Context: an optimization exercise on an open-source flow, tuned for small area and a short achievable clock period. The choices shown serve that exercise and are no tape-out recipe. Only simulation tests tie the RTL to the original design; equivalence was not proved.

File: design/flow/design.v
`timescale 1ns / 1ps
module ColorDetect(
    input reset_n,
    input clk,
    input enable,
    input [23:0] DATA_IN,
    input DATA_IN_VALID,
    input [10:0] X_VALUE,
    input [9:0] Y_VALUE,
    input [1:0] COLOR,
	input [31:0] FRAME_WAIT,
    output [31:0] COORDINATE,
    output READY
    );
    reg ready;
    reg frame_count;
    wire EN;
    integer x_sum, y_sum, counter;
    wire sof = (X_VALUE == 11'b0) && (Y_VALUE == 10'b0);
    wire [31:0] x_base = sof ? 32'd0 : x_sum;
    wire [31:0] y_base = sof ? 32'd0 : y_sum;
    wire [31:0] c_base = sof ? 32'd0 : counter;
    Internal_EN dut (
        .CLK(clk),
        .RESET(reset_n),
        .EN_IN(enable),
        .NEW_FRAME(DATA_IN_VALID && (X_VALUE == 11'b0) && (Y_VALUE == 10'b0)),
        .FRAME_WAIT(FRAME_WAIT),
        .EN_OUT(EN)
    );
    always @(posedge clk)
    begin
        if (!reset_n || !EN)
        begin
            x_sum <= 0;
            y_sum <= 0;
            counter <= 0;
            ready <= 1'b0;
        end        
        else if (EN && DATA_IN_VALID)
        begin
            if (sof)
            begin
                x_sum <= 0;
                y_sum <= 0;
                counter <= 0;
            end
            case (COLOR)
            2'b00 :      
                if ( DATA_IN[23:16] >= 180      
                    && DATA_IN[15:8] <= 80       
                    && DATA_IN[7:0] <= 80 )     
                begin     
                    x_sum <= x_base + X_VALUE;
                    y_sum <= y_base + Y_VALUE;
                    counter <= c_base + 1;
                end
            2'b01 :      
                if ( DATA_IN[23:16] < 80       
                    && DATA_IN[15:8] > 180      
                    && DATA_IN[7:0] < 80 )     
                begin     
                    x_sum <= x_base + X_VALUE;
                    y_sum <= y_base + Y_VALUE;
                    counter <= c_base + 1;
                end
            2'b10 :      
                if ( DATA_IN[23:16] < 80       
                    && DATA_IN[15:8] < 80       
                    && DATA_IN[7:0] > 180 )    
                begin     
                    x_sum <= x_base + X_VALUE;
                    y_sum <= y_base + Y_VALUE;
                    counter <= c_base + 1;
                end
            2'b11 :      
                if ( DATA_IN[23:16] > 200      
                    && DATA_IN[15:8] > 200      
                    && DATA_IN[7:0] < 80 )     
                begin     
                    x_sum <= x_base + X_VALUE;
                    y_sum <= y_base + Y_VALUE;
                    counter <= c_base + 1;
                end                 
            endcase
        end
        if( X_VALUE == 1279 && Y_VALUE == 719 ) begin   
            ready <= 1'b1;            
        end 
		if (ready) begin	
			ready <= 1'b0;
		end
    end  
    assign COORDINATE[31:16] = x_sum / counter;  
    assign COORDINATE[15:0] = y_sum / counter;  
    assign READY = ready;
endmodule
module Internal_EN(
    input CLK,
    input RESET,
    input EN_IN,
    input NEW_FRAME,
    input [31:0] FRAME_WAIT,
    output EN_OUT
    );
    reg en_out;
    integer frames;   
    always @ (posedge CLK) begin
        if (!EN_IN || !RESET) begin
            en_out <= 1'b0;
            frames <= 0;
        end
        else if (EN_IN) begin
            if (frames == FRAME_WAIT) begin
                frames <= 0;
                en_out <= 1'b1;
            end
            else if (NEW_FRAME) begin
                frames <= frames + 1;
                en_out <= 1'b0;
            end
            else begin
                en_out <= 1'b0;
            end
        end
        else begin
            en_out <= 1'b0;
        end
    end
    assign EN_OUT = en_out;    
endmodule
File: design/flow/run.sh
#!/bin/bash
# synth_recipe.tcl (not shown) runs the flow's synth.tcl, then flattens the netlist and writes it again
# the make line also repeats each setting of config.mk as NAME=value (left out here)
make -C /OpenROAD-flow-scripts/flow DESIGN_CONFIG=/design/flow/config.mk WORK_HOME=/design/flow/orfs CLKGATE_MAP_FILE= SYNTH_SCRIPT=/design/flow/synth_recipe.tcl finish
File: design/flow/config.mk
export PLATFORM = sky130hd
export DESIGN_NAME = ColorDetect
export DESIGN_NICKNAME = ColorDetect
export VERILOG_FILES = /design/flow/design.v
export SDC_FILE = /design/flow/constraint.sdc
export NUM_CORES = 4
export LEC_CHECK = 0
export CAP_MARGIN = 20
export CORE_MARGIN = 2
export CORE_UTILIZATION = 40
export SLEW_MARGIN = 20
File: design/flow/constraint.sdc
create_clock -name core_clock -period 100.0 [get_ports {clk}]
set_input_delay 20.0000 -clock core_clock [delete_from_list [all_inputs] [get_ports {clk}]]
set_output_delay 20.0000 -clock core_clock [all_outputs]
set_load 0.01 [all_outputs]
==> results.cfg <==
[cells_and_area]
num-fill-cells = 17100
layout_commonest_cell = ha_1
drive_above_1_share = 0.167
nNetsFinal = 11800
utilization = 0.483
areaGrowthSynthToFinish_pct = 20.5
layout_common_cells = ha_1, nor2_1, buf_4, nand2_1, a21oi_1

[setup_path]
cpLargestDelayFamily = compound AO/OA/AOI/OAI gates
arrival_ns = 76.89
endpoint_kind = output port
ff2ff_path_depth = 20
worst_path_max_delay_cell = or4_4
r2r_end = y_sum[30]$_SDFFE_PP0P_
critical_path_buf_inv_count = 48
crit_required_ns = 80.00
rr_startpoint = y_sum[0]$_SDFFE_PP0P_
startpoint = counter[5]$_SDFFE_PP0P_
start_kind = flop
reg2reg_slack_ns = 94.96
cp_common_cell = buf_4
slowest_delay_ns = 0.61
crit_type = reg2out
crit_path_max_fanout = 29

[sta]
fmaxAchievable_ghz = 0.0103
max_slew_margin = 0.191
hold_viol_final = 0
period_needed_ns = 96.89
timing.final.crit_share = 0.969
slew_viol_final = 0
finalClockSkew_ns = 0.0191
fin_setup_tns_ns = 0
tightest_slew_ns = 1.21
worst_hold_slack_ns = 0.439
setup_ws_ns = 3.11
finalSetupViolCount = 0

[logic_synthesis]
synth_area_um2 = 66800
synth_top_area_frac = 0.203
yosys.area.top_type = ha_1
ys_seq_area_frac = 0.0389
netlist_instances = 9831
synth_warnings = 2
syn_nets = 11000
ys.flop_type = dfxtp_1
avgSynthCellArea_um2 = 6.80
ys_types = 93
synth_edf_count = 0
postSynthRegisterBits = 130
async_reset_ff_frac = 0
synth_area_leaders = ha_1, xnor2_1, a21oi_1

[global_routing]
overflow = 0
grt_pass1_vias = 75000
grt_max_degree = 91
grt.total_usage = 0.348
antenna_found_initial = 12
grt_pass1_wl_mm = 461

[floorplan]
rows = 150
ios = 116
floorplan.die.width_um = 413
core-area_um2 = 167000
chipHeight_um = 413
start_util = 0.401
dieArea_um2 = 170000

[clock_tree]
cts_hold_buffers = 0
cts.sinks = 130
cts_tree = built
cts-root-buf = clkbuf_16
clockBufferDepth = 2
htreeDepth = 4
clk_latency_ns = 0.45
clkTransAtPathRegs_ns = 0.06
cts_buffers = 17

[placement]
place.gp.congestion = 1.06
place_ws_ns = -3.06
hpwl_mm = 248
port_buffers = 115

[drt]
ant_nets = 0
dr.pass1.iters = 8
drt_iter0_drc = 8007
vias = 80800
totalWireLength_mm = 313
vias_per_cell = 6.27
wl_per_cell_um = 24.3
route.detailed.drc = 0

[worst_hold_path]
min_from = ready$_SDFF_PP0_
hold_depth = 1
min_path_type = reg2reg
holdPathEnd = ready$_SDFF_PP0_

[flow_run]
max_cap_viol_count = 0

[status]
status = complete, no violations
kinds of logic after synthesis:
group / after synthesis / share of synthesized area
buffers and inverters: 704 / 0.0401
AOI/OAI and AO/OA: 3110 / 0.305
muxes: 210 / 0.0343
adders and majority gates: 1090 / 0.204
and+or+nand+nor: 3712 / 0.263
xor gates and xnor gates: 875 / 0.115
DFF: 130 / 0.0389
layout make-up:
type | instances | area, µm² | area share
Antenna cell | 5 | 12.5 | 0.000155
Clock buffer | 19 | 453 | 0.00562
Clock inverter | 13 | 160 | 0.00199
Inverter | 339 | 1280 | 0.0159
Multi-Input combinational cell | 9001 | 63900 | 0.794
Sequential cell | 130 | 2610 | 0.0324
Tap cell | 2204 | 2760 | 0.0342
Timing Repair Buffer | 1168 | 9330 | 0.116
what timing repair did:
item,CTS,global route
buffers inserted,6,54
gates cloned,2,2
endpoints found under the hold margin,0,0
setup endpoints to repair,32,32
pin swaps,7,67
gates resized for setup,94,387
Yosys cell counts (all sizes together), types with 40 or more instances:
cell	instances
nand2	966
o31ai	110
inv	339
nor3	334
nand3	287
mux2	144
or4	43
nand2b	104
a21o	346
nor2b	123
a21oi	840
dfxtp	130
clkbuf	298
o21ai	583
nor4	83
or3	110
a221oi	46
and3	114
xnor2	541
o21bai	94
ha	1087
o21a	250
nor2	1110
xor2	334
or2	94
nand4	144
mux2i	66
and2	93
a31oi	158
o211ai	85
a211oi	86
a22oi	40
buf	67
through the flow:
step / instances / area (µm²)
5_1_grt: 12900 / 80500
3_5_place_dp: 12800 / 77400
6_report: 12900 / 80500
2_1_floorplan: 9831 / 66800
3_3_place_gp: 12800 / 77400
4_1_cts: 12800 / 78500
worst max-delay path by stage:
stage | slack, ns | depth (start not counted) | end
detailed placement | -3.06 | 353 | COORDINATE[29]
floorplan | 0.62 | 371 | COORDINATE[30]
global route | -0.35 | 358 | COORDINATE[8]
finish | 3.11 | 357 | COORDINATE[29]
CTS | 0.02 | 360 | COORDINATE[26]
global placement | -2.68 | 349 | COORDINATE[29]
state kept, by name (all words and copies together), names as in the netlist:
name / cells
counter: 32
dut.en_out: 1
x_sum: 32
y_sum: 32
dut.frames: 32
ready: 1
layer usage:
metal	vias up	global-route usage	wire (µm)
met5	-	0	75
met4	10	0.127	13900
met3	657	0.0503	27800
met2	3720	0.549	134000
met1	38300	0.477	137000
li1	38100	-	-

what the ideal ports hide:
The results above use ideal ports. As a check the final layout listed here was re-extracted and re-timed, cells and wires unchanged.
Step 1: set_driving_cell puts a clkbuf_16 on clk and a buf_2 on each other input, an assumption about the parent block.
Step 2 moves the port delays by t, midway between the first and last clock arrival at a register: inputs arrive t later, outputs are due t later. That takes back most of the time a late clock gives input paths.
Three values: ideal, step 1, step 2; two values: the first two.
shift t [ns]: 0.491
setup slack, ns: 3.107 / 3.059 / 3.551
cell pins on the clock port's net: 1
After both steps setup and hold are still met in this run. The setup slack of this run moves by -0.048 ns with the drivers and by +0.444 ns with both steps.
